Source: an optimization exercise on an open RTL-to-GDS flow (aim: small area). Production flows keep margins and buffers that such runs may drop. At most, simulation tests tie the RTL to the original design; equivalence was not proved. No functional check of the RTL was part of run 1. No driver is modelled on the clock port, so clocking that relies on it looks cheaper here than on a real chip.

## flow/design.v (module list and top-level ports; edited modules follow where they fit)
// module rvdffe_nr: 12 lines
// module rvdffs: 15 lines
// module mul_fa: 4 lines
// module mul_bx: 3 lines
// module mul_bs: 3 lines
// module mul_cn2: 4 lines
// module mul_cp2: 4 lines
// module mul_cn1: 3 lines
// module mul_cp1: 3 lines
// module mul_ha: 4 lines
// module mul33: 4560 lines
// module mul_hsel: 3 lines
// module exu_mul_ctl: 30 lines
// module swerv_mul: 25 lines
module swerv_mul
  (
   input  logic        clk,
   input  logic        rst_l,        
   input  logic        valid,        
   input  logic        rs1_sign,     
   input  logic        rs2_sign,     
   input  logic        low,          
   input  logic [31:0] a,
   input  logic [31:0] b,
   input  logic        freeze,       
   output logic [31:0] out
   );
  // ...
==> flow/flow/run.sh <==
#!/bin/bash
# Standard ORFS layout with three changes: the port buffers are the smallest
# buffer cell, CTS uses clkbuf_8 and no dummy loads, and after CTS the
# resizer's power recovery downsizes cells that have setup slack to spare.
set -euo pipefail
here=$(pwd)
bash standard.sh \
  "BUFFER_PORTS_ARGS=-buffer_cell sky130_fd_sc_hd__buf_1" \
  "CTS_ARGS=-sink_clustering_enable -repair_clock_nets -buf_list sky130_fd_sc_hd__clkbuf_8 -dont_use_dummy_load" \
  "POST_CTS_TCL=$here/flow/post_cts.tcl" \
  finish > standard_flow.log 2>&1
==> flow/flow/post_cts.tcl <==
# Downsize cells on paths with setup slack to spare, then re-legalize.
estimate_parasitics -placement
repair_timing -recover_power 100 -setup_margin 0.1 -verbose
detailed_placement
check_placement -verbose
==> flow/standard.sh <==
#!/bin/bash
# synth_recipe.tcl (not shown) runs the flow's synth.tcl, then flattens the netlist and writes it again
# the make line also repeats each setting of config.mk as NAME=value (left out here)
make -C /OpenROAD-flow-scripts/flow DESIGN_CONFIG=/design/flow/config.mk WORK_HOME=/design/flow/orfs CLKGATE_MAP_FILE= SYNTH_SCRIPT=/design/flow/synth_recipe.tcl "${@:-finish}"
==> flow/config.mk <==
export PLATFORM = sky130hd
export DESIGN_NAME = swerv_mul
export DESIGN_NICKNAME = swerv_mul
export VERILOG_FILES = /design/flow/design.v
export SDC_FILE = /design/flow/constraint.sdc
export NUM_CORES = 4
export LEC_CHECK = 0
export CAP_MARGIN = 20
export CORE_MARGIN = 2
export CORE_UTILIZATION = 70
export PLACE_DENSITY = 0.85
export SETUP_SLACK_MARGIN = 0.05
export SLEW_MARGIN = 20
export SYNTH_HIERARCHICAL = 1
export SYNTH_MINIMUM_KEEP_SIZE = 0
==> flow/constraint.sdc <==
create_clock -name core_clock -period 8.0 [get_ports {clk}]
set_input_delay 1.6000 -clock core_clock [delete_from_list [all_inputs] [get_ports {clk}]]
set_output_delay 1.6000 -clock core_clock [all_outputs]
set_load 0.01 [all_outputs]
==> impl_metrics.py, run 1 <==
metrics = {
    "finish": {
        "utilization_pct": 78.45,
        "nNonClkBuffers": 245,
        "inv_count": 50,
        "post_layout_nonfiller_instances": 2969,
        "fraction_of_area_in_clock_buffers_and_inverters_pct": 0.8108,
        "largest-register": "mul_e1.op_e1_ff.dout",
        "final_design_area_no_fill_sq_mm": 0.02886,
    },
    "global_routing": {
        "global_route.peak_usage_layer": "met2",
        "grt_pass1_vias": 23418,
        "maximum_number_of_pins_on_one_net_before_global_route_repair": 50,
        "global_route_wire_length_before_repair_mm": 142.2,
        "globalRouteMet3Util_pct": 18.92,
    },
    "sta": {
        "timing_hold_violations_final": 0,
    },
    "floorplan": {
        "ioPinCount": 103,
    },
    "route": {
        "num_vias": 22295,
        "dr_wl_met2_mm": 41.79,
    },
    "synth": {
        "synth-simple-area-share_pct": 2.284,
    },
    "status": {
        "outcome": "finished clean",
    },
    "critical_path": {
        "setup.worst_path.class": "reg2reg",
        "start_kind": "flop",
    },
    "placement": {
        "placement.setup.worst_slack_ns": 0.2556,
    },
}
==> run 2, diff against run 1 <==
--- a/flow/design.v
+++ b/flow/design.v
@@ -1882,30 +1882,30 @@
    wire pp1158;
    wire gg1159;
    wire pp1160;
    wire gg1161;
    wire pp1162;
    wire gg1163;
    wire pp1164;
    wire gg1165;
-   wire G1166;
-   wire G1167;
-   wire G1168;
-   wire Pp1169;
-   wire G1170;
-   wire Pp1171;
-   wire G1172;
-   wire Pp1173;
-   wire G1174;
-   wire Pp1175;
-   wire G1176;
-   wire Pp1177;
+   wire pp1166;
+   wire gg1167;
+   wire pp1168;
+   wire gg1169;
+   wire pp1170;
+   wire gg1171;
+   wire pp1172;
+   wire gg1173;
+   wire pp1174;
+   wire gg1175;
+   wire pp1176;
+   wire gg1177;
    wire G1178;
-   wire Pp1179;
+   wire G1179;
    wire G1180;
    wire Pp1181;
    wire G1182;
    wire Pp1183;
    wire G1184;
    wire Pp1185;
    wire G1186;
    wire Pp1187;
@@ -1937,119 +1937,150 @@
    wire Pp1213;
    wire G1214;
    wire Pp1215;
    wire G1216;
    wire Pp1217;
    wire G1218;
    wire Pp1219;
    wire G1220;
-   wire G1221;
-   wire Pp1222;
-   wire G1223;
-   wire Pp1224;
-   wire G1225;
-   wire Pp1226;
-   wire G1227;
-   wire Pp1228;
-   wire G1229;
-   wire Pp1230;
-   wire G1231;
-   wire Pp1232;
-   wire G1233;
-   wire Pp1234;
-   wire G1235;
-   wire Pp1236;
-   wire G1237;
-   wire Pp1238;
+   wire Pp1221;
+   wire G1222;
+   wire Pp1223;
+   wire G1224;
+   wire Pp1225;
+   wire G1226;
+   wire Pp1227;
+   wire G1228;
+   wire Pp1229;
+   wire G1230;
+   wire Pp1231;
+   wire G1232;
+   wire Pp1233;
+   wire G1234;
+   wire Pp1235;
+   wire G1236;
+   wire Pp1237;
+   wire G1238;
    wire G1239;
    wire Pp1240;
    wire G1241;
    wire Pp1242;
    wire G1243;
    wire Pp1244;
    wire G1245;
-   wire G1246;
-   wire Pp1247;
-   wire G1248;
-   wire Pp1249;
-   wire G1250;
-   wire Pp1251;
-   wire G1252;
-   wire Pp1253;
-   wire G1254;
-   wire Pp1255;
-   wire G1256;
+   wire Pp1246;
+   wire G1247;
+   wire Pp1248;
+   wire G1249;
+   wire Pp1250;
+   wire G1251;
+   wire Pp1252;
+   wire G1253;
+   wire Pp1254;
+   wire G1255;
+   wire Pp1256;
    wire G1257;
    wire Pp1258;
    wire G1259;
    wire Pp1260;
    wire G1261;
-   wire iv1262;
+   wire Pp1262;
    wire G1263;
-   wire iv1264;
+   wire Pp1264;
    wire G1265;
-   wire G1266;
-   wire iv1267;
+   wire Pp1266;
+   wire G1267;
    wire G1268;
-   wire G1269;
+   wire Pp1269;
    wire G1270;
-   wire G1271;
+   wire Pp1271;
    wire G1272;
-   wire iv1273;
+   wire Pp1273;
    wire G1274;
-   wire iv1275;
+   wire Pp1275;
    wire G1276;
-   wire G1277;
+   wire Pp1277;
    wire G1278;
-   wire G1279;
+   wire Pp1279;
    wire G1280;
-   wire iv1281;
-   wire G1282;
+   wire G1281;
+   wire Pp1282;
    wire G1283;
-   wire G1284;
+   wire Pp1284;
    wire G1285;
    wire iv1286;
    wire G1287;
-   wire G1288;
+   wire iv1288;
    wire G1289;
    wire G1290;
-   wire iv1291;
-   wire G1292;
+   wire G1291;
+   wire iv1292;
    wire G1293;
    wire G1294;
    wire G1295;
    wire G1296;
-   wire iv1297;
-   wire G1298;
+   wire G1297;
+   wire iv1298;
    wire G1299;
    wire G1300;
-   wire G1301;
-   wire iv1302;
+   wire iv1301;
+   wire G1302;
    wire G1303;
    wire G1304;
    wire G1305;
    wire G1306;
    wire iv1307;
    wire G1308;
    wire G1309;
    wire G1310;
    wire G1311;
    wire iv1312;
    wire G1313;
    wire G1314;
    wire G1315;
    wire G1316;
    wire iv1317;
    wire G1318;
-   wire G1319;
+   wire iv1319;
    wire G1320;
    wire G1321;
-   wire iv1322;
+   wire G1322;
    wire G1323;
+   wire G1324;
+   wire iv1325;
+   wire G1326;
+   wire G1327;
+   wire G1328;
+   wire G1329;
+   wire iv1330;
+   wire G1331;
+   wire G1332;
+   wire G1333;
+   wire G1334;
+   wire iv1335;
+   wire G1336;
+   wire G1337;
+   wire G1338;
+   wire G1339;
+   wire iv1340;
+   wire G1341;
+   wire G1342;
+   wire G1343;
+   wire G1344;
+   wire iv1345;
+   wire G1346;
+   wire G1347;
+   wire G1348;
+   wire G1349;
+   wire iv1350;
+   wire G1351;
+   wire G1352;
+   wire G1353;
+   wire G1354;
    assign one0 = B[0] ^ 1'b0;
    assign two0 = (B[1] & ~B[0] & ~1'b0) | (~B[1] & B[0] & 1'b0);
    assign neg0 = B[1] & ~(B[0] & 1'b0);
    assign onen0 = ~one0;
    assign twon0 = ~two0;
    wire zn0_1;
    mul_bx bx0_1 (.a(A[0]), .neg(B[1]), .zn(zn0_1));
    wire zn0_2;
@@ -4380,243 +4411,262 @@
    wire [63:0] fx = {s1057, s1055, s1051, c1042, s1041, s1035, c1020, c1010, c1000, s999, s987, c962, c948, c932, c916, c898, c880, s879, s859, c818, c796, c772, c748, c722, c696, c668, c640, c610, c578, c546, c514, c482, c452, c422, c394, c366, c340, c314, c290, c266, c244, c222, c202, c182, c164, c146, c130, c114, c100, c86, c74, c62, c52, c42, c34, c26, c20, c14, c10, s9, s5, s3, pp0_1, neg0};
    wire [63:0] fy = {c1056, c1052, c1048, s1047, c1036, c1028, s1027, s1019, s1009, c988, c976, s975, s961, s947, s931, s915, s897, c860, c840, s839, s817, s795, s771, s747, s721, s695, s667, s639, s609, s577, s545, s513, s481, s451, s421, s393, s365, s339, s313, s289, s265, s243, s221, s201, s181, s163, s145, s129, s113, s99, s85, s73, s61, s51, s41, s33, s25, s19, s13, c6, 1'b0, 1'b0, 1'b0, pp0_0};
    wire [64:0] rc;
    assign rc[0] = 1'b0;
    mul_fa rfa0 (.x(fx[0]), .y(fy[0]), .z(rc[0]), .s(P[0]), .c(rc[1]));
    mul_ha rha1 (.x(fx[1]), .y(rc[1]), .s(P[1]), .c(rc[2]));
    mul_ha rha2 (.x(fx[2]), .y(rc[2]), .s(P[2]), .c(rc[3]));
    mul_ha rha3 (.x(fx[3]), .y(rc[3]), .s(P[3]), .c(rc[4]));
-   mul_fa rfa4 (.x(fx[4]), .y(fy[4]), .z(rc[4]), .s(P[4]), .c(rc[5]));
-   mul_fa rfa5 (.x(fx[5]), .y(fy[5]), .z(rc[5]), .s(P[5]), .c(rc[6]));
-   mul_fa rfa6 (.x(fx[6]), .y(fy[6]), .z(rc[6]), .s(P[6]), .c(rc[7]));
-   mul_fa rfa7 (.x(fx[7]), .y(fy[7]), .z(rc[7]), .s(P[7]), .c(rc[8]));
-   mul_fa rfa8 (.x(fx[8]), .y(fy[8]), .z(rc[8]), .s(P[8]), .c(rc[9]));
-   mul_fa rfa9 (.x(fx[9]), .y(fy[9]), .z(rc[9]), .s(P[9]), .c(rc[10]));
-   mul_ha pgha10 (.x(fx[10]), .y(fy[10]), .s(pp1058), .c(gg1059));
-   mul_ha pgha11 (.x(fx[11]), .y(fy[11]), .s(pp1060), .c(gg1061));
-   mul_ha pgha12 (.x(fx[12]), .y(fy[12]), .s(pp1062), .c(gg1063));
-   mul_ha pgha13 (.x(fx[13]), .y(fy[13]), .s(pp1064), .c(gg1065));
-   mul_ha pgha14 (.x(fx[14]), .y(fy[14]), .s(pp1066), .c(gg1067));
-   mul_ha pgha15 (.x(fx[15]), .y(fy[15]), .s(pp1068), .c(gg1069));
-   mul_ha pgha16 (.x(fx[16]), .y(fy[16]), .s(pp1070), .c(gg1071));
-   mul_ha pgha17 (.x(fx[17]), .y(fy[17]), .s(pp1072), .c(gg1073));
-   mul_ha pgha18 (.x(fx[18]), .y(fy[18]), .s(pp1074), .c(gg1075));
-   mul_ha pgha19 (.x(fx[19]), .y(fy[19]), .s(pp1076), .c(gg1077));
-   mul_ha pgha20 (.x(fx[20]), .y(fy[20]), .s(pp1078), .c(gg1079));
-   mul_ha pgha21 (.x(fx[21]), .y(fy[21]), .s(pp1080), .c(gg1081));
-   mul_ha pgha22 (.x(fx[22]), .y(fy[22]), .s(pp1082), .c(gg1083));
-   mul_ha pgha23 (.x(fx[23]), .y(fy[23]), .s(pp1084), .c(gg1085));
-   mul_ha pgha24 (.x(fx[24]), .y(fy[24]), .s(pp1086), .c(gg1087));
-   mul_ha pgha25 (.x(fx[25]), .y(fy[25]), .s(pp1088), .c(gg1089));
-   mul_ha pgha26 (.x(fx[26]), .y(fy[26]), .s(pp1090), .c(gg1091));
-   mul_ha pgha27 (.x(fx[27]), .y(fy[27]), .s(pp1092), .c(gg1093));
-   mul_ha pgha28 (.x(fx[28]), .y(fy[28]), .s(pp1094), .c(gg1095));
-   mul_ha pgha29 (.x(fx[29]), .y(fy[29]), .s(pp1096), .c(gg1097));
-   mul_ha pgha30 (.x(fx[30]), .y(fy[30]), .s(pp1098), .c(gg1099));
-   mul_ha pgha31 (.x(fx[31]), .y(fy[31]), .s(pp1100), .c(gg1101));
-   mul_ha pgha32 (.x(fx[32]), .y(fy[32]), .s(pp1102), .c(gg1103));
-   mul_ha pgha33 (.x(fx[33]), .y(fy[33]), .s(pp1104), .c(gg1105));
-   mul_ha pgha34 (.x(fx[34]), .y(fy[34]), .s(pp1106), .c(gg1107));
-   mul_ha pgha35 (.x(fx[35]), .y(fy[35]), .s(pp1108), .c(gg1109));
-   mul_ha pgha36 (.x(fx[36]), .y(fy[36]), .s(pp1110), .c(gg1111));
-   mul_ha pgha37 (.x(fx[37]), .y(fy[37]), .s(pp1112), .c(gg1113));
-   mul_ha pgha38 (.x(fx[38]), .y(fy[38]), .s(pp1114), .c(gg1115));
-   mul_ha pgha39 (.x(fx[39]), .y(fy[39]), .s(pp1116), .c(gg1117));
-   mul_ha pgha40 (.x(fx[40]), .y(fy[40]), .s(pp1118), .c(gg1119));
-   mul_ha pgha41 (.x(fx[41]), .y(fy[41]), .s(pp1120), .c(gg1121));
-   mul_ha pgha42 (.x(fx[42]), .y(fy[42]), .s(pp1122), .c(gg1123));
-   mul_ha pgha43 (.x(fx[43]), .y(fy[43]), .s(pp1124), .c(gg1125));
-   mul_ha pgha44 (.x(fx[44]), .y(fy[44]), .s(pp1126), .c(gg1127));
-   mul_ha pgha45 (.x(fx[45]), .y(fy[45]), .s(pp1128), .c(gg1129));
-   mul_ha pgha46 (.x(fx[46]), .y(fy[46]), .s(pp1130), .c(gg1131));
-   mul_ha pgha47 (.x(fx[47]), .y(fy[47]), .s(pp1132), .c(gg1133));
-   mul_ha pgha48 (.x(fx[48]), .y(fy[48]), .s(pp1134), .c(gg1135));
-   mul_ha pgha49 (.x(fx[49]), .y(fy[49]), .s(pp1136), .c(gg1137));
-   mul_ha pgha50 (.x(fx[50]), .y(fy[50]), .s(pp1138), .c(gg1139));
-   mul_ha pgha51 (.x(fx[51]), .y(fy[51]), .s(pp1140), .c(gg1141));
-   mul_ha pgha52 (.x(fx[52]), .y(fy[52]), .s(pp1142), .c(gg1143));
-   mul_ha pgha53 (.x(fx[53]), .y(fy[53]), .s(pp1144), .c(gg1145));
-   mul_ha pgha54 (.x(fx[54]), .y(fy[54]), .s(pp1146), .c(gg1147));
-   mul_ha pgha55 (.x(fx[55]), .y(fy[55]), .s(pp1148), .c(gg1149));
-   mul_ha pgha56 (.x(fx[56]), .y(fy[56]), .s(pp1150), .c(gg1151));
-   mul_ha pgha57 (.x(fx[57]), .y(fy[57]), .s(pp1152), .c(gg1153));
-   mul_ha pgha58 (.x(fx[58]), .y(fy[58]), .s(pp1154), .c(gg1155));
-   mul_ha pgha59 (.x(fx[59]), .y(fy[59]), .s(pp1156), .c(gg1157));
-   mul_ha pgha60 (.x(fx[60]), .y(fy[60]), .s(pp1158), .c(gg1159));
-   mul_ha pgha61 (.x(fx[61]), .y(fy[61]), .s(pp1160), .c(gg1161));
-   mul_ha pgha62 (.x(fx[62]), .y(fy[62]), .s(pp1162), .c(gg1163));
-   mul_ha pgha63 (.x(fx[63]), .y(fy[63]), .s(pp1164), .c(gg1165));
-   assign G1166 = gg1059 | (pp1058 & rc[10]);
-   mul_cn1 pc1 (.g1(gg1061), .p1(pp1060), .g0(G1166), .g(G1167));
-   mul_cn2 pc2 (.g1(gg1065), .p1(pp1064), .g0(gg1063), .p0(pp1062), .g(G1168), .p(Pp1169));
-   mul_cn2 pc3 (.g1(gg1069), .p1(pp1068), .g0(gg1067), .p0(pp1066), .g(G1170), .p(Pp1171));
-   mul_cn2 pc4 (.g1(gg1073), .p1(pp1072), .g0(gg1071), .p0(pp1070), .g(G1172), .p(Pp1173));
-   mul_cn2 pc5 (.g1(gg1077), .p1(pp1076), .g0(gg1075), .p0(pp1074), .g(G1174), .p(Pp1175));
-   mul_cn2 pc6 (.g1(gg1081), .p1(pp1080), .g0(gg1079), .p0(pp1078), .g(G1176), .p(Pp1177));
-   mul_cn2 pc7 (.g1(gg1085), .p1(pp1084), .g0(gg1083), .p0(pp1082), .g(G1178), .p(Pp1179));
-   mul_cn2 pc8 (.g1(gg1089), .p1(pp1088), .g0(gg1087), .p0(pp1086), .g(G1180), .p(Pp1181));
-   mul_cn2 pc9 (.g1(gg1093), .p1(pp1092), .g0(gg1091), .p0(pp1090), .g(G1182), .p(Pp1183));
-   mul_cn2 pc10 (.g1(gg1097), .p1(pp1096), .g0(gg1095), .p0(pp1094), .g(G1184), .p(Pp1185));
-   mul_cn2 pc11 (.g1(gg1101), .p1(pp1100), .g0(gg1099), .p0(pp1098), .g(G1186), .p(Pp1187));
-   mul_cn2 pc12 (.g1(gg1105), .p1(pp1104), .g0(gg1103), .p0(pp1102), .g(G1188), .p(Pp1189));
-   mul_cn2 pc13 (.g1(gg1109), .p1(pp1108), .g0(gg1107), .p0(pp1106), .g(G1190), .p(Pp1191));
-   mul_cn2 pc14 (.g1(gg1113), .p1(pp1112), .g0(gg1111), .p0(pp1110), .g(G1192), .p(Pp1193));
-   mul_cn2 pc15 (.g1(gg1117), .p1(pp1116), .g0(gg1115), .p0(pp1114), .g(G1194), .p(Pp1195));
-   mul_cn2 pc16 (.g1(gg1121), .p1(pp1120), .g0(gg1119), .p0(pp1118), .g(G1196), .p(Pp1197));
-   mul_cn2 pc17 (.g1(gg1125), .p1(pp1124), .g0(gg1123), .p0(pp1122), .g(G1198), .p(Pp1199));
-   mul_cn2 pc18 (.g1(gg1129), .p1(pp1128), .g0(gg1127), .p0(pp1126), .g(G1200), .p(Pp1201));
-   mul_cn2 pc19 (.g1(gg1133), .p1(pp1132), .g0(gg1131), .p0(pp1130), .g(G1202), .p(Pp1203));
-   mul_cn2 pc20 (.g1(gg1137), .p1(pp1136), .g0(gg1135), .p0(pp1134), .g(G1204), .p(Pp1205));
-   mul_cn2 pc21 (.g1(gg1141), .p1(pp1140), .g0(gg1139), .p0(pp1138), .g(G1206), .p(Pp1207));
-   mul_cn2 pc22 (.g1(gg1145), .p1(pp1144), .g0(gg1143), .p0(pp1142), .g(G1208), .p(Pp1209));
-   mul_cn2 pc23 (.g1(gg1149), .p1(pp1148), .g0(gg1147), .p0(pp1146), .g(G1210), .p(Pp1211));
-   mul_cn2 pc24 (.g1(gg1153), .p1(pp1152), .g0(gg1151), .p0(pp1150), .g(G1212), .p(Pp1213));
-   mul_cn2 pc25 (.g1(gg1157), .p1(pp1156), .g0(gg1155), .p0(pp1154), .g(G1214), .p(Pp1215));
-   mul_cn2 pc26 (.g1(gg1161), .p1(pp1160), .g0(gg1159), .p0(pp1158), .g(G1216), .p(Pp1217));
-   mul_cn2 pc27 (.g1(gg1165), .p1(pp1164), .g0(gg1163), .p0(pp1162), .g(G1218), .p(Pp1219));
-   mul_cp1 pc28 (.g1(G1168), .p1(Pp1169), .g0(G1167), .g(G1220));
-   mul_cp2 pc29 (.g1(G1172), .p1(Pp1173), .g0(G1170), .p0(Pp1171), .g(G1221), .p(Pp1222));
-   mul_cp2 pc30 (.g1(G1176), .p1(Pp1177), .g0(G1174), .p0(Pp1175), .g(G1223), .p(Pp1224));
-   mul_cp2 pc31 (.g1(G1180), .p1(Pp1181), .g0(G1178), .p0(Pp1179), .g(G1225), .p(Pp1226));
-   mul_cp2 pc32 (.g1(G1184), .p1(Pp1185), .g0(G1182), .p0(Pp1183), .g(G1227), .p(Pp1228));
-   mul_cp2 pc33 (.g1(G1188), .p1(Pp1189), .g0(G1186), .p0(Pp1187), .g(G1229), .p(Pp1230));
-   mul_cp2 pc34 (.g1(G1192), .p1(Pp1193), .g0(G1190), .p0(Pp1191), .g(G1231), .p(Pp1232));
-   mul_cp2 pc35 (.g1(G1196), .p1(Pp1197), .g0(G1194), .p0(Pp1195), .g(G1233), .p(Pp1234));
-   mul_cp2 pc36 (.g1(G1200), .p1(Pp1201), .g0(G1198), .p0(Pp1199), .g(G1235), .p(Pp1236));
-   mul_cp2 pc37 (.g1(G1204), .p1(Pp1205), .g0(G1202), .p0(Pp1203), .g(G1237), .p(Pp1238));
-   mul_cp2 pc38 (.g1(G1208), .p1(Pp1209), .g0(G1206), .p0(Pp1207), .g(G1239), .p(Pp1240));
-   mul_cp2 pc39 (.g1(G1212), .p1(Pp1213), .g0(G1210), .p0(Pp1211), .g(G1241), .p(Pp1242));
-   mul_cp2 pc40 (.g1(G1216), .p1(Pp1217), .g0(G1214), .p0(Pp1215), .g(G1243), .p(Pp1244));
-   mul_cn1 pc41 (.g1(G1221), .p1(Pp1222), .g0(G1220), .g(G1245));
-   mul_cn2 pc42 (.g1(G1225), .p1(Pp1226), .g0(G1223), .p0(Pp1224), .g(G1246), .p(Pp1247));
-   mul_cn2 pc43 (.g1(G1229), .p1(Pp1230), .g0(G1227), .p0(Pp1228), .g(G1248), .p(Pp1249));
-   mul_cn2 pc44 (.g1(G1233), .p1(Pp1234), .g0(G1231), .p0(Pp1232), .g(G1250), .p(Pp1251));
-   mul_cn2 pc45 (.g1(G1237), .p1(Pp1238), .g0(G1235), .p0(Pp1236), .g(G1252), .p(Pp1253));
-   mul_cn2 pc46 (.g1(G1241), .p1(Pp1242), .g0(G1239), .p0(Pp1240), .g(G1254), .p(Pp1255));
-   mul_cp1 pc47 (.g1(G1246), .p1(Pp1247), .g0(G1245), .g(G1256));
-   mul_cp2 pc48 (.g1(G1250), .p1(Pp1251), .g0(G1248), .p0(Pp1249), .g(G1257), .p(Pp1258));
-   mul_cp2 pc49 (.g1(G1254), .p1(Pp1255), .g0(G1252), .p0(Pp1253), .g(G1259), .p(Pp1260));
-   mul_cn1 pc50 (.g1(G1257), .p1(Pp1258), .g0(G1256), .g(G1261));
-   assign iv1262 = ~G1261;
-   mul_cn1 pc51 (.g1(G1259), .p1(Pp1260), .g0(iv1262), .g(G1263));
-   assign iv1264 = ~G1256;
-   mul_cp1 pc52 (.g1(G1248), .p1(Pp1249), .g0(iv1264), .g(G1265));
-   mul_cp1 pc53 (.g1(G1252), .p1(Pp1253), .g0(G1261), .g(G1266));
-   assign iv1267 = ~G1245;
-   mul_cn1 pc54 (.g1(G1223), .p1(Pp1224), .g0(iv1267), .g(G1268));
-   mul_cn1 pc55 (.g1(G1227), .p1(Pp1228), .g0(G1256), .g(G1269));
-   mul_cn1 pc56 (.g1(G1231), .p1(Pp1232), .g0(G1265), .g(G1270));
-   mul_cn1 pc57 (.g1(G1235), .p1(Pp1236), .g0(iv1262), .g(G1271));
-   mul_cn1 pc58 (.g1(G1239), .p1(Pp1240), .g0(G1266), .g(G1272));
-   assign iv1273 = ~G1263;
-   mul_cn1 pc59 (.g1(G1243), .p1(Pp1244), .g0(iv1273), .g(G1274));
-   assign iv1275 = ~G1220;
-   mul_cp1 pc60 (.g1(G1170), .p1(Pp1171), .g0(iv1275), .g(G1276));
-   mul_cp1 pc61 (.g1(G1174), .p1(Pp1175), .g0(G1245), .g(G1277));
-   mul_cp1 pc62 (.g1(G1178), .p1(Pp1179), .g0(G1268), .g(G1278));
-   mul_cp1 pc63 (.g1(G1182), .p1(Pp1183), .g0(iv1264), .g(G1279));
-   mul_cp1 pc64 (.g1(G1186), .p1(Pp1187), .g0(G1269), .g(G1280));
-   assign iv1281 = ~G1265;
-   mul_cp1 pc65 (.g1(G1190), .p1(Pp1191), .g0(iv1281), .g(G1282));
-   mul_cp1 pc66 (.g1(G1194), .p1(Pp1195), .g0(G1270), .g(G1283));
-   mul_cp1 pc67 (.g1(G1198), .p1(Pp1199), .g0(G1261), .g(G1284));
-   mul_cp1 pc68 (.g1(G1202), .p1(Pp1203), .g0(G1271), .g(G1285));
-   assign iv1286 = ~G1266;
-   mul_cp1 pc69 (.g1(G1206), .p1(Pp1207), .g0(iv1286), .g(G1287));
-   mul_cp1 pc70 (.g1(G1210), .p1(Pp1211), .g0(G1272), .g(G1288));
-   mul_cp1 pc71 (.g1(G1214), .p1(Pp1215), .g0(G1263), .g(G1289));
-   mul_cp1 pc72 (.g1(G1218), .p1(Pp1219), .g0(G1274), .g(G1290));
-   assign iv1291 = ~G1167;
-   mul_cn1 pc73 (.g1(gg1063), .p1(pp1062), .g0(iv1291), .g(G1292));
-   mul_cn1 pc74 (.g1(gg1067), .p1(pp1066), .g0(G1220), .g(G1293));
-   mul_cn1 pc75 (.g1(gg1071), .p1(pp1070), .g0(G1276), .g(G1294));
-   mul_cn1 pc76 (.g1(gg1075), .p1(pp1074), .g0(iv1267), .g(G1295));
-   mul_cn1 pc77 (.g1(gg1079), .p1(pp1078), .g0(G1277), .g(G1296));
-   assign iv1297 = ~G1268;
-   mul_cn1 pc78 (.g1(gg1083), .p1(pp1082), .g0(iv1297), .g(G1298));
-   mul_cn1 pc79 (.g1(gg1087), .p1(pp1086), .g0(G1278), .g(G1299));
-   mul_cn1 pc80 (.g1(gg1091), .p1(pp1090), .g0(G1256), .g(G1300));
-   mul_cn1 pc81 (.g1(gg1095), .p1(pp1094), .g0(G1279), .g(G1301));
-   assign iv1302 = ~G1269;
-   mul_cn1 pc82 (.g1(gg1099), .p1(pp1098), .g0(iv1302), .g(G1303));
-   mul_cn1 pc83 (.g1(gg1103), .p1(pp1102), .g0(G1280), .g(G1304));
-   mul_cn1 pc84 (.g1(gg1107), .p1(pp1106), .g0(G1265), .g(G1305));
-   mul_cn1 pc85 (.g1(gg1111), .p1(pp1110), .g0(G1282), .g(G1306));
-   assign iv1307 = ~G1270;
-   mul_cn1 pc86 (.g1(gg1115), .p1(pp1114), .g0(iv1307), .g(G1308));
-   mul_cn1 pc87 (.g1(gg1119), .p1(pp1118), .g0(G1283), .g(G1309));
-   mul_cn1 pc88 (.g1(gg1123), .p1(pp1122), .g0(iv1262), .g(G1310));
-   mul_cn1 pc89 (.g1(gg1127), .p1(pp1126), .g0(G1284), .g(G1311));
-   assign iv1312 = ~G1271;
-   mul_cn1 pc90 (.g1(gg1131), .p1(pp1130), .g0(iv1312), .g(G1313));
-   mul_cn1 pc91 (.g1(gg1135), .p1(pp1134), .g0(G1285), .g(G1314));
-   mul_cn1 pc92 (.g1(gg1139), .p1(pp1138), .g0(G1266), .g(G1315));
-   mul_cn1 pc93 (.g1(gg1143), .p1(pp1142), .g0(G1287), .g(G1316));
-   assign iv1317 = ~G1272;
-   mul_cn1 pc94 (.g1(gg1147), .p1(pp1146), .g0(iv1317), .g(G1318));
-   mul_cn1 pc95 (.g1(gg1151), .p1(pp1150), .g0(G1288), .g(G1319));
-   mul_cn1 pc96 (.g1(gg1155), .p1(pp1154), .g0(iv1273), .g(G1320));
-   mul_cn1 pc97 (.g1(gg1159), .p1(pp1158), .g0(G1289), .g(G1321));
-   assign iv1322 = ~G1274;
-   mul_cn1 pc98 (.g1(gg1163), .p1(pp1162), .g0(iv1322), .g(G1323));
-   assign P[10] = pp1058 ^ rc[10];
-   assign P[11] = pp1060 ^ G1166;
-   assign P[12] = ~(pp1062 ^ G1167);
-   assign P[13] = ~(pp1064 ^ G1292);
-   assign P[14] = pp1066 ^ G1220;
-   assign P[15] = ~(pp1068 ^ G1293);
-   assign P[16] = pp1070 ^ G1276;
-   assign P[17] = ~(pp1072 ^ G1294);
-   assign P[18] = ~(pp1074 ^ G1245);
-   assign P[19] = ~(pp1076 ^ G1295);
-   assign P[20] = pp1078 ^ G1277;
-   assign P[21] = ~(pp1080 ^ G1296);
-   assign P[22] = ~(pp1082 ^ G1268);
-   assign P[23] = ~(pp1084 ^ G1298);
-   assign P[24] = pp1086 ^ G1278;
-   assign P[25] = ~(pp1088 ^ G1299);
-   assign P[26] = pp1090 ^ G1256;
-   assign P[27] = ~(pp1092 ^ G1300);
-   assign P[28] = pp1094 ^ G1279;
-   assign P[29] = ~(pp1096 ^ G1301);
-   assign P[30] = ~(pp1098 ^ G1269);
-   assign P[31] = ~(pp1100 ^ G1303);
-   assign P[32] = pp1102 ^ G1280;
-   assign P[33] = ~(pp1104 ^ G1304);
-   assign P[34] = pp1106 ^ G1265;
-   assign P[35] = ~(pp1108 ^ G1305);
-   assign P[36] = pp1110 ^ G1282;
-   assign P[37] = ~(pp1112 ^ G1306);
-   assign P[38] = ~(pp1114 ^ G1270);
-   assign P[39] = ~(pp1116 ^ G1308);
-   assign P[40] = pp1118 ^ G1283;
-   assign P[41] = ~(pp1120 ^ G1309);
-   assign P[42] = ~(pp1122 ^ G1261);
-   assign P[43] = ~(pp1124 ^ G1310);
-   assign P[44] = pp1126 ^ G1284;
-   assign P[45] = ~(pp1128 ^ G1311);
-   assign P[46] = ~(pp1130 ^ G1271);
-   assign P[47] = ~(pp1132 ^ G1313);
-   assign P[48] = pp1134 ^ G1285;
-   assign P[49] = ~(pp1136 ^ G1314);
-   assign P[50] = pp1138 ^ G1266;
-   assign P[51] = ~(pp1140 ^ G1315);
-   assign P[52] = pp1142 ^ G1287;
-   assign P[53] = ~(pp1144 ^ G1316);
-   assign P[54] = ~(pp1146 ^ G1272);
-   assign P[55] = ~(pp1148 ^ G1318);
-   assign P[56] = pp1150 ^ G1288;
-   assign P[57] = ~(pp1152 ^ G1319);
-   assign P[58] = ~(pp1154 ^ G1263);
-   assign P[59] = ~(pp1156 ^ G1320);
-   assign P[60] = pp1158 ^ G1289;
-   assign P[61] = ~(pp1160 ^ G1321);
-   assign P[62] = ~(pp1162 ^ G1274);
-   assign P[63] = ~(pp1164 ^ G1323);
+   mul_ha pgha4 (.x(fx[4]), .y(fy[4]), .s(pp1058), .c(gg1059));
+   mul_ha pgha5 (.x(fx[5]), .y(fy[5]), .s(pp1060), .c(gg1061));
+   mul_ha pgha6 (.x(fx[6]), .y(fy[6]), .s(pp1062), .c(gg1063));
+   mul_ha pgha7 (.x(fx[7]), .y(fy[7]), .s(pp1064), .c(gg1065));
+   mul_ha pgha8 (.x(fx[8]), .y(fy[8]), .s(pp1066), .c(gg1067));
+   mul_ha pgha9 (.x(fx[9]), .y(fy[9]), .s(pp1068), .c(gg1069));
+   mul_ha pgha10 (.x(fx[10]), .y(fy[10]), .s(pp1070), .c(gg1071));
+   mul_ha pgha11 (.x(fx[11]), .y(fy[11]), .s(pp1072), .c(gg1073));
+   mul_ha pgha12 (.x(fx[12]), .y(fy[12]), .s(pp1074), .c(gg1075));
+   mul_ha pgha13 (.x(fx[13]), .y(fy[13]), .s(pp1076), .c(gg1077));
+   mul_ha pgha14 (.x(fx[14]), .y(fy[14]), .s(pp1078), .c(gg1079));
+   mul_ha pgha15 (.x(fx[15]), .y(fy[15]), .s(pp1080), .c(gg1081));
+   mul_ha pgha16 (.x(fx[16]), .y(fy[16]), .s(pp1082), .c(gg1083));
+   mul_ha pgha17 (.x(fx[17]), .y(fy[17]), .s(pp1084), .c(gg1085));
+   mul_ha pgha18 (.x(fx[18]), .y(fy[18]), .s(pp1086), .c(gg1087));
+   mul_ha pgha19 (.x(fx[19]), .y(fy[19]), .s(pp1088), .c(gg1089));
+   mul_ha pgha20 (.x(fx[20]), .y(fy[20]), .s(pp1090), .c(gg1091));
+   mul_ha pgha21 (.x(fx[21]), .y(fy[21]), .s(pp1092), .c(gg1093));
+   mul_ha pgha22 (.x(fx[22]), .y(fy[22]), .s(pp1094), .c(gg1095));
+   mul_ha pgha23 (.x(fx[23]), .y(fy[23]), .s(pp1096), .c(gg1097));
+   mul_ha pgha24 (.x(fx[24]), .y(fy[24]), .s(pp1098), .c(gg1099));
+   mul_ha pgha25 (.x(fx[25]), .y(fy[25]), .s(pp1100), .c(gg1101));
+   mul_ha pgha26 (.x(fx[26]), .y(fy[26]), .s(pp1102), .c(gg1103));
+   mul_ha pgha27 (.x(fx[27]), .y(fy[27]), .s(pp1104), .c(gg1105));
+   mul_ha pgha28 (.x(fx[28]), .y(fy[28]), .s(pp1106), .c(gg1107));
+   mul_ha pgha29 (.x(fx[29]), .y(fy[29]), .s(pp1108), .c(gg1109));
+   mul_ha pgha30 (.x(fx[30]), .y(fy[30]), .s(pp1110), .c(gg1111));
+   mul_ha pgha31 (.x(fx[31]), .y(fy[31]), .s(pp1112), .c(gg1113));
+   mul_ha pgha32 (.x(fx[32]), .y(fy[32]), .s(pp1114), .c(gg1115));
+   mul_ha pgha33 (.x(fx[33]), .y(fy[33]), .s(pp1116), .c(gg1117));
+   mul_ha pgha34 (.x(fx[34]), .y(fy[34]), .s(pp1118), .c(gg1119));
+   mul_ha pgha35 (.x(fx[35]), .y(fy[35]), .s(pp1120), .c(gg1121));
+   mul_ha pgha36 (.x(fx[36]), .y(fy[36]), .s(pp1122), .c(gg1123));
+   mul_ha pgha37 (.x(fx[37]), .y(fy[37]), .s(pp1124), .c(gg1125));
+   mul_ha pgha38 (.x(fx[38]), .y(fy[38]), .s(pp1126), .c(gg1127));
+   mul_ha pgha39 (.x(fx[39]), .y(fy[39]), .s(pp1128), .c(gg1129));
+   mul_ha pgha40 (.x(fx[40]), .y(fy[40]), .s(pp1130), .c(gg1131));
+   mul_ha pgha41 (.x(fx[41]), .y(fy[41]), .s(pp1132), .c(gg1133));
+   mul_ha pgha42 (.x(fx[42]), .y(fy[42]), .s(pp1134), .c(gg1135));
+   mul_ha pgha43 (.x(fx[43]), .y(fy[43]), .s(pp1136), .c(gg1137));
+   mul_ha pgha44 (.x(fx[44]), .y(fy[44]), .s(pp1138), .c(gg1139));
+   mul_ha pgha45 (.x(fx[45]), .y(fy[45]), .s(pp1140), .c(gg1141));
+   mul_ha pgha46 (.x(fx[46]), .y(fy[46]), .s(pp1142), .c(gg1143));
+   mul_ha pgha47 (.x(fx[47]), .y(fy[47]), .s(pp1144), .c(gg1145));
+   mul_ha pgha48 (.x(fx[48]), .y(fy[48]), .s(pp1146), .c(gg1147));
+   mul_ha pgha49 (.x(fx[49]), .y(fy[49]), .s(pp1148), .c(gg1149));
+   mul_ha pgha50 (.x(fx[50]), .y(fy[50]), .s(pp1150), .c(gg1151));
+   mul_ha pgha51 (.x(fx[51]), .y(fy[51]), .s(pp1152), .c(gg1153));
+   mul_ha pgha52 (.x(fx[52]), .y(fy[52]), .s(pp1154), .c(gg1155));
+   mul_ha pgha53 (.x(fx[53]), .y(fy[53]), .s(pp1156), .c(gg1157));
+   mul_ha pgha54 (.x(fx[54]), .y(fy[54]), .s(pp1158), .c(gg1159));
+   mul_ha pgha55 (.x(fx[55]), .y(fy[55]), .s(pp1160), .c(gg1161));
+   mul_ha pgha56 (.x(fx[56]), .y(fy[56]), .s(pp1162), .c(gg1163));
+   mul_ha pgha57 (.x(fx[57]), .y(fy[57]), .s(pp1164), .c(gg1165));
+   mul_ha pgha58 (.x(fx[58]), .y(fy[58]), .s(pp1166), .c(gg1167));
+   mul_ha pgha59 (.x(fx[59]), .y(fy[59]), .s(pp1168), .c(gg1169));
+   mul_ha pgha60 (.x(fx[60]), .y(fy[60]), .s(pp1170), .c(gg1171));
+   mul_ha pgha61 (.x(fx[61]), .y(fy[61]), .s(pp1172), .c(gg1173));
+   mul_ha pgha62 (.x(fx[62]), .y(fy[62]), .s(pp1174), .c(gg1175));
+   mul_ha pgha63 (.x(fx[63]), .y(fy[63]), .s(pp1176), .c(gg1177));
+   assign G1178 = gg1059 | (pp1058 & rc[4]);
+   mul_cn1 pc1 (.g1(gg1061), .p1(pp1060), .g0(G1178), .g(G1179));
+   mul_cn2 pc2 (.g1(gg1065), .p1(pp1064), .g0(gg1063), .p0(pp1062), .g(G1180), .p(Pp1181));
+   mul_cn2 pc3 (.g1(gg1069), .p1(pp1068), .g0(gg1067), .p0(pp1066), .g(G1182), .p(Pp1183));
+   mul_cn2 pc4 (.g1(gg1073), .p1(pp1072), .g0(gg1071), .p0(pp1070), .g(G1184), .p(Pp1185));
+   mul_cn2 pc5 (.g1(gg1077), .p1(pp1076), .g0(gg1075), .p0(pp1074), .g(G1186), .p(Pp1187));
+   mul_cn2 pc6 (.g1(gg1081), .p1(pp1080), .g0(gg1079), .p0(pp1078), .g(G1188), .p(Pp1189));
+   mul_cn2 pc7 (.g1(gg1085), .p1(pp1084), .g0(gg1083), .p0(pp1082), .g(G1190), .p(Pp1191));
+   mul_cn2 pc8 (.g1(gg1089), .p1(pp1088), .g0(gg1087), .p0(pp1086), .g(G1192), .p(Pp1193));
+   mul_cn2 pc9 (.g1(gg1093), .p1(pp1092), .g0(gg1091), .p0(pp1090), .g(G1194), .p(Pp1195));
+   mul_cn2 pc10 (.g1(gg1097), .p1(pp1096), .g0(gg1095), .p0(pp1094), .g(G1196), .p(Pp1197));
+   mul_cn2 pc11 (.g1(gg1101), .p1(pp1100), .g0(gg1099), .p0(pp1098), .g(G1198), .p(Pp1199));
+   mul_cn2 pc12 (.g1(gg1105), .p1(pp1104), .g0(gg1103), .p0(pp1102), .g(G1200), .p(Pp1201));
+   mul_cn2 pc13 (.g1(gg1109), .p1(pp1108), .g0(gg1107), .p0(pp1106), .g(G1202), .p(Pp1203));
+   mul_cn2 pc14 (.g1(gg1113), .p1(pp1112), .g0(gg1111), .p0(pp1110), .g(G1204), .p(Pp1205));
+   mul_cn2 pc15 (.g1(gg1117), .p1(pp1116), .g0(gg1115), .p0(pp1114), .g(G1206), .p(Pp1207));
+   mul_cn2 pc16 (.g1(gg1121), .p1(pp1120), .g0(gg1119), .p0(pp1118), .g(G1208), .p(Pp1209));
+   mul_cn2 pc17 (.g1(gg1125), .p1(pp1124), .g0(gg1123), .p0(pp1122), .g(G1210), .p(Pp1211));
+   mul_cn2 pc18 (.g1(gg1129), .p1(pp1128), .g0(gg1127), .p0(pp1126), .g(G1212), .p(Pp1213));
+   mul_cn2 pc19 (.g1(gg1133), .p1(pp1132), .g0(gg1131), .p0(pp1130), .g(G1214), .p(Pp1215));
+   mul_cn2 pc20 (.g1(gg1137), .p1(pp1136), .g0(gg1135), .p0(pp1134), .g(G1216), .p(Pp1217));
+   mul_cn2 pc21 (.g1(gg1141), .p1(pp1140), .g0(gg1139), .p0(pp1138), .g(G1218), .p(Pp1219));
+   mul_cn2 pc22 (.g1(gg1145), .p1(pp1144), .g0(gg1143), .p0(pp1142), .g(G1220), .p(Pp1221));
+   mul_cn2 pc23 (.g1(gg1149), .p1(pp1148), .g0(gg1147), .p0(pp1146), .g(G1222), .p(Pp1223));
+   mul_cn2 pc24 (.g1(gg1153), .p1(pp1152), .g0(gg1151), .p0(pp1150), .g(G1224), .p(Pp1225));
+   mul_cn2 pc25 (.g1(gg1157), .p1(pp1156), .g0(gg1155), .p0(pp1154), .g(G1226), .p(Pp1227));
+   mul_cn2 pc26 (.g1(gg1161), .p1(pp1160), .g0(gg1159), .p0(pp1158), .g(G1228), .p(Pp1229));
+   mul_cn2 pc27 (.g1(gg1165), .p1(pp1164), .g0(gg1163), .p0(pp1162), .g(G1230), .p(Pp1231));
+   mul_cn2 pc28 (.g1(gg1169), .p1(pp1168), .g0(gg1167), .p0(pp1166), .g(G1232), .p(Pp1233));
+   mul_cn2 pc29 (.g1(gg1173), .p1(pp1172), .g0(gg1171), .p0(pp1170), .g(G1234), .p(Pp1235));
+   mul_cn2 pc30 (.g1(gg1177), .p1(pp1176), .g0(gg1175), .p0(pp1174), .g(G1236), .p(Pp1237));
+   mul_cp1 pc31 (.g1(G1180), .p1(Pp1181), .g0(G1179), .g(G1238));
+   mul_cp2 pc32 (.g1(G1184), .p1(Pp1185), .g0(G1182), .p0(Pp1183), .g(G1239), .p(Pp1240));
+   mul_cp2 pc33 (.g1(G1188), .p1(Pp1189), .g0(G1186), .p0(Pp1187), .g(G1241), .p(Pp1242));
+   mul_cp2 pc34 (.g1(G1192), .p1(Pp1193), .g0(G1190), .p0(Pp1191), .g(G1243), .p(Pp1244));
+   mul_cp2 pc35 (.g1(G1196), .p1(Pp1197), .g0(G1194), .p0(Pp1195), .g(G1245), .p(Pp1246));
+   mul_cp2 pc36 (.g1(G1200), .p1(Pp1201), .g0(G1198), .p0(Pp1199), .g(G1247), .p(Pp1248));
+   mul_cp2 pc37 (.g1(G1204), .p1(Pp1205), .g0(G1202), .p0(Pp1203), .g(G1249), .p(Pp1250));
+   mul_cp2 pc38 (.g1(G1208), .p1(Pp1209), .g0(G1206), .p0(Pp1207), .g(G1251), .p(Pp1252));
+   mul_cp2 pc39 (.g1(G1212), .p1(Pp1213), .g0(G1210), .p0(Pp1211), .g(G1253), .p(Pp1254));
+   mul_cp2 pc40 (.g1(G1216), .p1(Pp1217), .g0(G1214), .p0(Pp1215), .g(G1255), .p(Pp1256));
+   mul_cp2 pc41 (.g1(G1220), .p1(Pp1221), .g0(G1218), .p0(Pp1219), .g(G1257), .p(Pp1258));
+   mul_cp2 pc42 (.g1(G1224), .p1(Pp1225), .g0(G1222), .p0(Pp1223), .g(G1259), .p(Pp1260));
+   mul_cp2 pc43 (.g1(G1228), .p1(Pp1229), .g0(G1226), .p0(Pp1227), .g(G1261), .p(Pp1262));
+   mul_cp2 pc44 (.g1(G1232), .p1(Pp1233), .g0(G1230), .p0(Pp1231), .g(G1263), .p(Pp1264));
+   mul_cp2 pc45 (.g1(G1236), .p1(Pp1237), .g0(G1234), .p0(Pp1235), .g(G1265), .p(Pp1266));
+   mul_cn1 pc46 (.g1(G1239), .p1(Pp1240), .g0(G1238), .g(G1267));
+   mul_cn2 pc47 (.g1(G1243), .p1(Pp1244), .g0(G1241), .p0(Pp1242), .g(G1268), .p(Pp1269));
+   mul_cn2 pc48 (.g1(G1247), .p1(Pp1248), .g0(G1245), .p0(Pp1246), .g(G1270), .p(Pp1271));
+   mul_cn2 pc49 (.g1(G1251), .p1(Pp1252), .g0(G1249), .p0(Pp1250), .g(G1272), .p(Pp1273));
+   mul_cn2 pc50 (.g1(G1255), .p1(Pp1256), .g0(G1253), .p0(Pp1254), .g(G1274), .p(Pp1275));
+   mul_cn2 pc51 (.g1(G1259), .p1(Pp1260), .g0(G1257), .p0(Pp1258), .g(G1276), .p(Pp1277));
+   mul_cn2 pc52 (.g1(G1263), .p1(Pp1264), .g0(G1261), .p0(Pp1262), .g(G1278), .p(Pp1279));
+   mul_cp1 pc53 (.g1(G1268), .p1(Pp1269), .g0(G1267), .g(G1280));
+   mul_cp2 pc54 (.g1(G1272), .p1(Pp1273), .g0(G1270), .p0(Pp1271), .g(G1281), .p(Pp1282));
+   mul_cp2 pc55 (.g1(G1276), .p1(Pp1277), .g0(G1274), .p0(Pp1275), .g(G1283), .p(Pp1284));
+   mul_cn1 pc56 (.g1(G1281), .p1(Pp1282), .g0(G1280), .g(G1285));
+   assign iv1286 = ~G1285;
+   mul_cn1 pc57 (.g1(G1283), .p1(Pp1284), .g0(iv1286), .g(G1287));
+   assign iv1288 = ~G1280;
+   mul_cp1 pc58 (.g1(G1270), .p1(Pp1271), .g0(iv1288), .g(G1289));
+   mul_cp1 pc59 (.g1(G1274), .p1(Pp1275), .g0(G1285), .g(G1290));
+   mul_cp1 pc60 (.g1(G1278), .p1(Pp1279), .g0(G1287), .g(G1291));
+   assign iv1292 = ~G1267;
+   mul_cn1 pc61 (.g1(G1241), .p1(Pp1242), .g0(iv1292), .g(G1293));
+   mul_cn1 pc62 (.g1(G1245), .p1(Pp1246), .g0(G1280), .g(G1294));
+   mul_cn1 pc63 (.g1(G1249), .p1(Pp1250), .g0(G1289), .g(G1295));
+   mul_cn1 pc64 (.g1(G1253), .p1(Pp1254), .g0(iv1286), .g(G1296));
+   mul_cn1 pc65 (.g1(G1257), .p1(Pp1258), .g0(G1290), .g(G1297));
+   assign iv1298 = ~G1287;
+   mul_cn1 pc66 (.g1(G1261), .p1(Pp1262), .g0(iv1298), .g(G1299));
+   mul_cn1 pc67 (.g1(G1265), .p1(Pp1266), .g0(G1291), .g(G1300));
+   assign iv1301 = ~G1238;
+   mul_cp1 pc68 (.g1(G1182), .p1(Pp1183), .g0(iv1301), .g(G1302));
+   mul_cp1 pc69 (.g1(G1186), .p1(Pp1187), .g0(G1267), .g(G1303));
+   mul_cp1 pc70 (.g1(G1190), .p1(Pp1191), .g0(G1293), .g(G1304));
+   mul_cp1 pc71 (.g1(G1194), .p1(Pp1195), .g0(iv1288), .g(G1305));
+   mul_cp1 pc72 (.g1(G1198), .p1(Pp1199), .g0(G1294), .g(G1306));
+   assign iv1307 = ~G1289;
+   mul_cp1 pc73 (.g1(G1202), .p1(Pp1203), .g0(iv1307), .g(G1308));
+   mul_cp1 pc74 (.g1(G1206), .p1(Pp1207), .g0(G1295), .g(G1309));
+   mul_cp1 pc75 (.g1(G1210), .p1(Pp1211), .g0(G1285), .g(G1310));
+   mul_cp1 pc76 (.g1(G1214), .p1(Pp1215), .g0(G1296), .g(G1311));
+   assign iv1312 = ~G1290;
+   mul_cp1 pc77 (.g1(G1218), .p1(Pp1219), .g0(iv1312), .g(G1313));
+   mul_cp1 pc78 (.g1(G1222), .p1(Pp1223), .g0(G1297), .g(G1314));
+   mul_cp1 pc79 (.g1(G1226), .p1(Pp1227), .g0(G1287), .g(G1315));
+   mul_cp1 pc80 (.g1(G1230), .p1(Pp1231), .g0(G1299), .g(G1316));
+   assign iv1317 = ~G1291;
+   mul_cp1 pc81 (.g1(G1234), .p1(Pp1235), .g0(iv1317), .g(G1318));
+   assign iv1319 = ~G1179;
+   mul_cn1 pc82 (.g1(gg1063), .p1(pp1062), .g0(iv1319), .g(G1320));
+   mul_cn1 pc83 (.g1(gg1067), .p1(pp1066), .g0(G1238), .g(G1321));
+   mul_cn1 pc84 (.g1(gg1071), .p1(pp1070), .g0(G1302), .g(G1322));
+   mul_cn1 pc85 (.g1(gg1075), .p1(pp1074), .g0(iv1292), .g(G1323));
+   mul_cn1 pc86 (.g1(gg1079), .p1(pp1078), .g0(G1303), .g(G1324));
+   assign iv1325 = ~G1293;
+   mul_cn1 pc87 (.g1(gg1083), .p1(pp1082), .g0(iv1325), .g(G1326));
+   mul_cn1 pc88 (.g1(gg1087), .p1(pp1086), .g0(G1304), .g(G1327));
+   mul_cn1 pc89 (.g1(gg1091), .p1(pp1090), .g0(G1280), .g(G1328));
+   mul_cn1 pc90 (.g1(gg1095), .p1(pp1094), .g0(G1305), .g(G1329));
+   assign iv1330 = ~G1294;
+   mul_cn1 pc91 (.g1(gg1099), .p1(pp1098), .g0(iv1330), .g(G1331));
+   mul_cn1 pc92 (.g1(gg1103), .p1(pp1102), .g0(G1306), .g(G1332));
+   mul_cn1 pc93 (.g1(gg1107), .p1(pp1106), .g0(G1289), .g(G1333));
+   mul_cn1 pc94 (.g1(gg1111), .p1(pp1110), .g0(G1308), .g(G1334));
+   assign iv1335 = ~G1295;
+   mul_cn1 pc95 (.g1(gg1115), .p1(pp1114), .g0(iv1335), .g(G1336));
+   mul_cn1 pc96 (.g1(gg1119), .p1(pp1118), .g0(G1309), .g(G1337));
+   mul_cn1 pc97 (.g1(gg1123), .p1(pp1122), .g0(iv1286), .g(G1338));
+   mul_cn1 pc98 (.g1(gg1127), .p1(pp1126), .g0(G1310), .g(G1339));
+   assign iv1340 = ~G1296;
+   mul_cn1 pc99 (.g1(gg1131), .p1(pp1130), .g0(iv1340), .g(G1341));
+   mul_cn1 pc100 (.g1(gg1135), .p1(pp1134), .g0(G1311), .g(G1342));
+   mul_cn1 pc101 (.g1(gg1139), .p1(pp1138), .g0(G1290), .g(G1343));
+   mul_cn1 pc102 (.g1(gg1143), .p1(pp1142), .g0(G1313), .g(G1344));
+   assign iv1345 = ~G1297;
+   mul_cn1 pc103 (.g1(gg1147), .p1(pp1146), .g0(iv1345), .g(G1346));
+   mul_cn1 pc104 (.g1(gg1151), .p1(pp1150), .g0(G1314), .g(G1347));
+   mul_cn1 pc105 (.g1(gg1155), .p1(pp1154), .g0(iv1298), .g(G1348));
+   mul_cn1 pc106 (.g1(gg1159), .p1(pp1158), .g0(G1315), .g(G1349));
+   assign iv1350 = ~G1299;
+   mul_cn1 pc107 (.g1(gg1163), .p1(pp1162), .g0(iv1350), .g(G1351));
+   mul_cn1 pc108 (.g1(gg1167), .p1(pp1166), .g0(G1316), .g(G1352));
+   mul_cn1 pc109 (.g1(gg1171), .p1(pp1170), .g0(G1291), .g(G1353));
+   mul_cn1 pc110 (.g1(gg1175), .p1(pp1174), .g0(G1318), .g(G1354));
+   assign P[4] = pp1058 ^ rc[4];
+   assign P[5] = pp1060 ^ G1178;
+   assign P[6] = ~(pp1062 ^ G1179);
+   assign P[7] = ~(pp1064 ^ G1320);
+   assign P[8] = pp1066 ^ G1238;
+   assign P[9] = ~(pp1068 ^ G1321);
+   assign P[10] = pp1070 ^ G1302;
+   assign P[11] = ~(pp1072 ^ G1322);
+   assign P[12] = ~(pp1074 ^ G1267);
+   assign P[13] = ~(pp1076 ^ G1323);
+   assign P[14] = pp1078 ^ G1303;
+   assign P[15] = ~(pp1080 ^ G1324);
+   assign P[16] = ~(pp1082 ^ G1293);
+   assign P[17] = ~(pp1084 ^ G1326);
+   assign P[18] = pp1086 ^ G1304;
+   assign P[19] = ~(pp1088 ^ G1327);
+   assign P[20] = pp1090 ^ G1280;
+   assign P[21] = ~(pp1092 ^ G1328);
+   assign P[22] = pp1094 ^ G1305;
+   assign P[23] = ~(pp1096 ^ G1329);
+   assign P[24] = ~(pp1098 ^ G1294);
+   assign P[25] = ~(pp1100 ^ G1331);
+   assign P[26] = pp1102 ^ G1306;
+   assign P[27] = ~(pp1104 ^ G1332);
+   assign P[28] = pp1106 ^ G1289;
+   assign P[29] = ~(pp1108 ^ G1333);
+   assign P[30] = pp1110 ^ G1308;
+   assign P[31] = ~(pp1112 ^ G1334);
+   assign P[32] = ~(pp1114 ^ G1295);
+   assign P[33] = ~(pp1116 ^ G1336);
+   assign P[34] = pp1118 ^ G1309;
+   assign P[35] = ~(pp1120 ^ G1337);
+   assign P[36] = ~(pp1122 ^ G1285);
+   assign P[37] = ~(pp1124 ^ G1338);
+   assign P[38] = pp1126 ^ G1310;
+   assign P[39] = ~(pp1128 ^ G1339);
+   assign P[40] = ~(pp1130 ^ G1296);
+   assign P[41] = ~(pp1132 ^ G1341);
+   assign P[42] = pp1134 ^ G1311;
+   assign P[43] = ~(pp1136 ^ G1342);
+   assign P[44] = pp1138 ^ G1290;
+   assign P[45] = ~(pp1140 ^ G1343);
+   assign P[46] = pp1142 ^ G1313;
+   assign P[47] = ~(pp1144 ^ G1344);
+   assign P[48] = ~(pp1146 ^ G1297);
+   assign P[49] = ~(pp1148 ^ G1346);
+   assign P[50] = pp1150 ^ G1314;
+   assign P[51] = ~(pp1152 ^ G1347);
+   assign P[52] = ~(pp1154 ^ G1287);
+   assign P[53] = ~(pp1156 ^ G1348);
+   assign P[54] = pp1158 ^ G1315;
+   assign P[55] = ~(pp1160 ^ G1349);
+   assign P[56] = ~(pp1162 ^ G1299);
+   assign P[57] = ~(pp1164 ^ G1351);
+   assign P[58] = pp1166 ^ G1316;
+   assign P[59] = ~(pp1168 ^ G1352);
+   assign P[60] = pp1170 ^ G1291;
+   assign P[61] = ~(pp1172 ^ G1353);
+   assign P[62] = pp1174 ^ G1318;
+   assign P[63] = ~(pp1176 ^ G1354);
 endmodule
 module mul_hsel (input logic low, input logic lo, input logic hi, output logic y);
    assign y = low ? lo : hi;
 endmodule
 module exu_mul_ctl
   (
    input  logic        clk,
    input  logic        rst_l,
==> flow/config.mk (replaced) <==
export PLATFORM = sky130hd
export DESIGN_NAME = swerv_mul
export DESIGN_NICKNAME = swerv_mul
export VERILOG_FILES = /design/flow/design.v
export SDC_FILE = /design/flow/constraint.sdc
export NUM_CORES = 4
export LEC_CHECK = 0
export CAP_MARGIN = 20
export CORE_MARGIN = 2
export CORE_UTILIZATION = 70
export PLACE_DENSITY = 0.85
export SLEW_MARGIN = 20
export SYNTH_HIERARCHICAL = 1
export SYNTH_MINIMUM_KEEP_SIZE = 0
==> run 2 against run 1 <==
Net effect: highest routed layer unchanged; wire length is 2.0% higher; maximum frequency grew 2.1%; critical path type unchanged; largest cell class unchanged; sequential share of layout area increased by 0.082 points; worst setup slack better by 0.16 ns; clock skew decreased by 0.023 ns; still clean.
==> impl_metrics.py, run 2 <==
metrics = {
    "status": {
        "outcome": "finished clean",
    },
    "critical_path": {
        "crit_path_cell_trace": "xnor2_1 > o22ai_1 > fa_1 > fa_1 > fa_1 > fa_1 > fa_1 > fa_1 > ha_1 > a21oi_2 > o21ai_0 > a21oi_2 > o21ai_2 > a21oi_2 > inv_1 > a21oi_1 > inv_1 > a21oi_1 > o21ai_1 > a21oi_2 > xnor2_1 > mux2_1",
        "critical_path.top_delay_family": "adder cells",
        "worstPathBufferInverterCount": 2,
        "cp_common_cell": "fa_1",
        "r2r_start": "mul_e1.op_e1_ff.dout[39]",
        "start_kind": "flop",
        "crit_path_max_fanout": 5,
        "r2r_setup_slack_ns": 0.23,
        "crit_slowest_cell": "edfxtp_1",
        "worstRegToRegCells": 22,
        "critPathRequiredTime_ns": 8.29,
        "critPathCaptureType": "flop",
        "crit_arrival_ns": 8.05,
        "capturing_point_of_the_worst_reg2reg_path": "mul_e1.res_e2_ff.dout[27]",
        "setup.worst_path.class": "reg2reg",
        "crit_path_max_incr_delay_ns": 0.72,
    },
    "synth": {
        "synth_top_family_by_area": "adder cells",
        "yosys_warnings": 9,
        "synth.top_cell.area_share_pct": 36.69,
        "ys_ff_latch": 133,
        "muxShareOfSynthArea_pct": 1.937,
        "syn_area_sq_mm": 0.02635,
        "synthDistinctLibCells": 29,
        "synth_compound_gate_area_share_pct": 16.54,
        "yosysMostFrequentCell": "xnor2_1",
        "synthTopCellsByCount": "xnor2_1 (601), o22ai_1 (528), fa_1 (483), edfxtp_1 (131), ha_1 (125)",
        "postSynthAreaPerCell_sq_um": 11.71,
        "synth_cells": 2251,
        "asyncSetResetFlopFracSynth_pct": 1.504,
        "number_of_enable_flip_flop_cells_after_synthesis": 131,
        "ys_top_cells_by_area": "fa_1 (37%), xnor2_1 (20%), edfxtp_1 (15%)",
        "synth-simple-area-share_pct": 2.345,
        "ys.flop_type": "edfxtp_1",
        "synthXorXnorAreaFrac_pct": 20.64,
        "synth.largest_area_cell": "fa_1",
        "synth_seq_area_share_pct": 15.12,
        "synth_adder_area_share_pct": 42.62,
    },
    "placement": {
        "post_place_instance_area_sq_mm": 0.02845,
        "finalWeightedCongestion": 1.046,
        "place.detailed.hpwl_mm": 75.92,
        "io_buffers": 102,
    },
    "global_routing": {
        "grt_pass1_vias": 22966,
        "maximum_number_of_pins_on_one_net_before_global_route_repair": 63,
        "antenna_violations_before_repair": 4,
        "grt_overflow_total": 0,
        "grt_use_total_pct": 51.75,
        "global_route_wire_length_before_repair_mm": 143.8,
    },
    "clocking": {
        "clock-sinks": 133,
        "clkLatencyLatePin_ns": 0.55,
        "clk_transition_reported_paths_ns": 0.09,
        "cts_tree": "built",
    },
    "finish": {
        "reg.largest.list": "mul_e1.op_e1_ff.dout x67, mul_e1.res_e2_ff.dout x32, mul_e1.res_e3_ff.dout x32",
        "flow.area_growth_from_synthesis_pct": 8.854,
        "largest_reg_flops": 67,
        "most-common-layout-cells": "xnor2_1 (601), o22ai_1 (527), fa_1 (482)",
        "num-nets-final": 3185,
        "largest-register": "mul_e1.op_e1_ff.dout",
        "post_route_cells_drive_above_1_share_pct": 10.90,
        "final_design_area_no_fill_sq_mm": 0.02869,
        "utilization_pct": 76.71,
        "leading_cell_type_in_the_layout_fill_and_taps_excluded": "xnor2_1",
    },
    "route": {
        "totalWireLength_mm": 98.40,
        "num_vias": 22439,
        "avgViaCountPerCell": 7.430,
        "routed_wire_length_per_instance_microns": 32.58,
        "detail_route.iter0.violations": 3575,
        "drt_drc_violations_left": 0,
        "postRouteAntennaNets": 0,
        "first_pass_iters": 10,
    },
    "floorplan": {
        "floorplan.initialDensity_pct": 70.47,
        "die-width_microns": 198.0,
        "fp.dieH_microns": 198.0,
        "die_area_sq_mm": 0.03922,
        "ioPinCount": 103,
        "design.core.area_sq_mm": 0.03740,
        "core.rowCount": 71,
    },
    "sta": {
        "final.min_clock_period_ns": 7.767,
        "rsz0062_at_grt": "no",
        "timing.final.setup_violations": 0,
        "timing_hold_violations_final": 0,
        "clock.fmax_mhz": 128.7,
        "finalSetupTns_ns": 0,
        "tightest_slew_ns": 1.121,
        "timing.max_slew.rel_slack_pct": 25.24,
        "final-max-slew-violation-count": 0,
        "final.period_utilization_pct": 97.09,
        "final.setup_skew_ns": 0.03142,
    },
    "worst_hold_path": {
        "min_delay_worst_endpoint": "mul_e1.res_e3_ff.dout[19]",
        "startpoint_of_the_worst_hold_path": "mul_e1.res_e2_ff.dout[19]",
        "min-delay-path-class": "reg2reg",
        "min_delay_path_depth": 0,
    },
    "job": {
        "drv_cap": 0,
    },
}
## run 2: metal layers
metal  share of wire [%]  track usage (%)  wire, microns
met5                0.16            2.937            159
met4                 7.0            28.88           6890
met3                  18            28.44          17950
met2                  40            71.64          39820
met1                  34            63.94          33580
## run 2: worst register-to-register path, cell delays in order, from the launching register on
cell and delay, ns:
edfxtp_1 0.72, xnor2_1 0.68, o22ai_1 0.24, fa_1 0.67
fa_1 0.50, fa_1 0.51, fa_1 0.43, fa_1 0.54
fa_1 0.43, ha_1 0.36, a21oi_2 0.14, o21ai_0 0.10
a21oi_2 0.19, o21ai_2 0.09, a21oi_2 0.30, inv_1 0.16
a21oi_1 0.42, inv_1 0.12, a21oi_1 0.25, o21ai_1 0.17
a21oi_2 0.16, xnor2_1 0.09, mux2_1 0.28
## run 2: how the worst max path moves through the flow
stage / depth (start not counted) / startpoint / slack, ns / endpoint
global placement: 23 / mul_e1.op_e1_ff.dout[3] / 0.60 / mul_e1.res_e2_ff.dout[27]
finish: 22 / mul_e1.op_e1_ff.dout[39] / 0.23 / mul_e1.res_e2_ff.dout[27]
floorplan: 24 / mul_e1.op_e1_ff.dout[3] / 0.1 / mul_e1.res_e2_ff.dout[31]
global route: 23 / mul_e1.op_e1_ff.dout[33] / 0.02 / mul_e1.res_e2_ff.dout[27]
detailed placement: 23 / mul_e1.op_e1_ff.dout[3] / 0.49 / mul_e1.res_e2_ff.dout[27]
## run 2: metrics by stage
stage	hold WS, ns	setup WS (ns)	std cells
floorplan	0.4003	0.09814	2264
global placement	0.4031	0.6002	2997
detailed placement	0.4071	0.4880	2997
global route	0.4117	0.01946	3016
finish	0.4126	0.2326	3020
## run 2: cell type report
class	instances	area (sq um)
clock buffer	17	234.0
timing repair buffer	226	1386
sequential	133	3984
multi-input combinational	2077	22240
fill	2421	8712
inverter	51	195.2
antenna	5	12.51
tap	511	639.4
## run 2: cell families (layout without fill, tap and decap cells)
group	after synthesis	after routing
adders and majority gates	608	608
AOI/OAI and AO/OA	664	664
buffers and inverters	54	294
DFF	133	133
other	2	20
and+or+nand+nor	135	135
muxes	34	34
xor gates and xnor gates	621	621
## run 2: modules after synthesis (local to each module, per instance), excerpt
module	area (sq um)	copies in the design	flops+latches	cells
exu_mul_ctl	35.03	1	0	6
mul_hsel	15.01	32	0	1
mul_fa	20.02	483	0	1
mul_bs	6.256	528	0	1
mul_cn1	8.758	39	0	1
mul_cp2	12.51	15	0	2
mul_cp1	5.005	19	0	1
mul33	1546	1	0	243
mul_cn2	12.51	34	0	2
mul_bx	8.758	560	0	1
mul_ha	12.51	108	0	1

-- afterwards: timing with drivers on the ports --
The flow's constraints put no driver on any port. The routed layouts listed below were extracted and timed again, unchanged, in two steps. Step 1 sets driving cells, clkbuf_16 on the clock port and buf_2 on the other inputs (assumed; they add their load-dependent delay and slew). Step 2 times the ports against the registers' clock, not the clock port: input delays grow and output delays shrink by t, the midpoint of the rising clock arrivals with the driver on. Three values: no drivers, after step 1, after step 2; two values: the first two.
| run | t (ns) | slack for setup (ns) | worst setup path after step 2 | worst register clock-pin slew, ns |
|---|---|---|---|---|
| run 1 | 0.585 | 0.069 / 0.069 / 0.069 | register to register | 0.11 / 0.11 |
| run 2 | 0.583 | 0.233 / 0.233 / 0.233 | register to register | 0.09 / 0.09 |
After both steps every run listed still meets setup and hold.
